From an optimization exercise on the open Yosys and OpenROAD flow, aimed at small area, a short achievable clock period and few clock cycles per item; shortcuts taken in it are not production practice.
In this exercise RTL edits were held to simulation tests only and were not proved equivalent to the original.

== oak ==
// firewall
module firewall
   #(
      parameter DATA_WIDTH = 64,
      parameter CTRL_WIDTH = DATA_WIDTH/8,
      parameter SRAM_ADDR_WIDTH = 19,
      parameter SRAM_DATA_WIDTH = DATA_WIDTH+CTRL_WIDTH,
      parameter UDP_REG_SRC_WIDTH = 2
   )
   (
      input  [DATA_WIDTH-1:0]             in_data,
      input  [CTRL_WIDTH-1:0]             in_ctrl,
      input                               in_wr,
      output                              in_rdy,
      output reg [DATA_WIDTH-1:0]         out_data,
      output reg [CTRL_WIDTH-1:0]         out_ctrl,
      output reg                          out_wr,
      input                               out_rdy,
      input                               reg_req_in,
      input                               reg_ack_in,
      input                               reg_rd_wr_L_in,
      input  [23-1:0]    reg_addr_in,
      input  [32-1:0]   reg_data_in,
      input  [UDP_REG_SRC_WIDTH-1:0]      reg_src_in,
      output                              reg_req_out,
      output                              reg_ack_out,
      output                              reg_rd_wr_L_out,
      output  [23-1:0]   reg_addr_out,
      output  [32-1:0]  reg_data_out,
      output  [UDP_REG_SRC_WIDTH-1:0]     reg_src_out,
      output reg                          sram_rd_req,
      output reg [SRAM_ADDR_WIDTH-1:0]    sram_rd_addr,
      input [DATA_WIDTH-1:0]              sram_rd_data,
      input                               sram_rd_ack,
      input                               sram_rd_vld,
      output reg                          sram_wr_req,
      output reg [SRAM_ADDR_WIDTH-1:0]    sram_wr_addr,
      output reg [DATA_WIDTH-1:0]         sram_wr_data,
      input                               sram_wr_ack,
      input                                reset,
      input                                clk
   );
For scale: ~1,700 cells after synthesis, ~970 flip-flops, about 440 I/O pins, about 25,000 µm² of cells after synthesis.
clock: 5.5 ns
lec_check: 0
cap_margin: 20
core_margin: 2
core_utilization: 65
place_density: 0.75
setup_slack_margin: 3.0
slew_margin: 20
tns_end_percent: 5
standard.sh (not shown) runs the stock make flow with config.mk's settings and CLKGATE_MAP_FILE= SYNTH_SCRIPT=/design/flow/synth_recipe.tcl, a recipe that flattens the netlist after the stock synthesis.
==> flow/flow/run.sh <==
#!/bin/bash
# The standard layout (standard.sh: the standard flow's synthesis and ORFS flow, unchanged
# scripts) with two placement/CTS choices passed through ORFS variables:
#  - every input and output port still gets its own buffer, but a small
#    sky130_fd_sc_hd__buf_1 instead of the default clkdlybuf4s50_1 delay cell;
#  - clock tree synthesis without dummy loads.
# The whole make output goes to flow.log in this folder; ORFS's own per-step
# logs stay under orfs/logs/.
set -euo pipefail
cd "$(dirname "$0")/.."
export BUFFER_PORTS_ARGS="-buffer_cell sky130_fd_sc_hd__buf_1"
export CTS_ARGS="-sink_clustering_enable -repair_clock_nets -dont_use_dummy_load -buf_list sky130_fd_sc_hd__clkbuf_4 -sink_clustering_size 10 -sink_clustering_max_diameter 40"
bash standard.sh > flow.log 2>&1
oak did not stop at any stage, and its layout met the timing, design-rule and antenna checks.
Testbench counts of oak, summed over its fixed seeds: cycles 42,052, packets 1,920.
## Diff of input files: pine against oak
diff --git a/flow/config.mk b/flow/config.mk
--- a/flow/config.mk
+++ b/flow/config.mk
@@ -12 +12 @@
-export SETUP_SLACK_MARGIN = 3.0
+export SETUP_SLACK_MARGIN = 2.8
@@ -14 +13,0 @@
-export TNS_END_PERCENT = 5
## What came out
- pine finished every step from synthesis to the final layout, and the layout passed the timing, design-rule and antenna checks.
- oak was routed with more vias than pine.
- pine — final critical-path required period 39 ps lower, oak as reference
- Largest net degree at the start of global routing, pine and oak: larger value in pine
- Share of the clock period used by the worst path (lower): pine
- oak ended up with sram_wr_req as its worst setup path endpoint; pine ended up with sram_rd_req.
- | layout-stage area growth over the synthesis result | pine vs oak | 0.41 points lower |
- On all-layer global routing usage: between pine and oak, it ends up lower for oak.
- [compare] base=oak new=pine: final standard cell utilization of the core decreased by 0.27 points relative to the old numbers; number of buffer and inverter stages on the critical path essentially unchanged; fraction of area in multi-input gates flat.
diff inputs: pine => birch
diff --git a/flow/config.mk b/flow/config.mk
--- a/flow/config.mk
+++ b/flow/config.mk
@@ -10,2 +10,2 @@
-export CORE_UTILIZATION = 65
-export PLACE_DENSITY = 0.75
+export CORE_UTILIZATION = 75
+export PLACE_DENSITY = 0.85
Findings:
Against pine, post-detailed-placement cell area in birch fell slightly.
birch ends up with a fraction of layout cells with a size suffix above 1 that is 0.46 points lower than in pine.
| count of cells along the worst register-to-register path | lower: birch |
birch -> pine: count of hold-fix buffers inserted at cts delta 0, exact match
Compared with pine, birch shows routed wire length per instance that has gone up by more than 10%.

-- port drivers added, routing unchanged --
In the flow no input, the clock included, has a driving cell. The finished layouts below were timed again as built, in two steps. Step 1 assumes that a clkbuf_16 drives the clock port and a buf_2 every other input. Step 2 times the ports against the registers' clock, not the clock port: input delays grow and output delays shrink by t, the midpoint of the rising clock arrivals with the driver on. a / b / c = ideal ports / drivers / drivers and shift; a / b = the first two.
run	t, ns	setup WS [ns]	worst setup path after step 2	worst register clock-pin slew, ns	pins driven straight from the clock port
oak	0.811	2.792 / 2.659 / 2.077	input to register	0.11 / 0.11	1
pine	0.824	2.831 / 2.616 / 2.052	input to register	0.11 / 0.11	1
birch	0.802	2.838 / 2.627 / 2.083	input to register	0.12 / 0.12	1
After both steps setup and hold are still met in every run listed. For pine, which loses most, drivers alone change the setup slack by -0.215 ns; drivers and shift together by -0.779 ns.
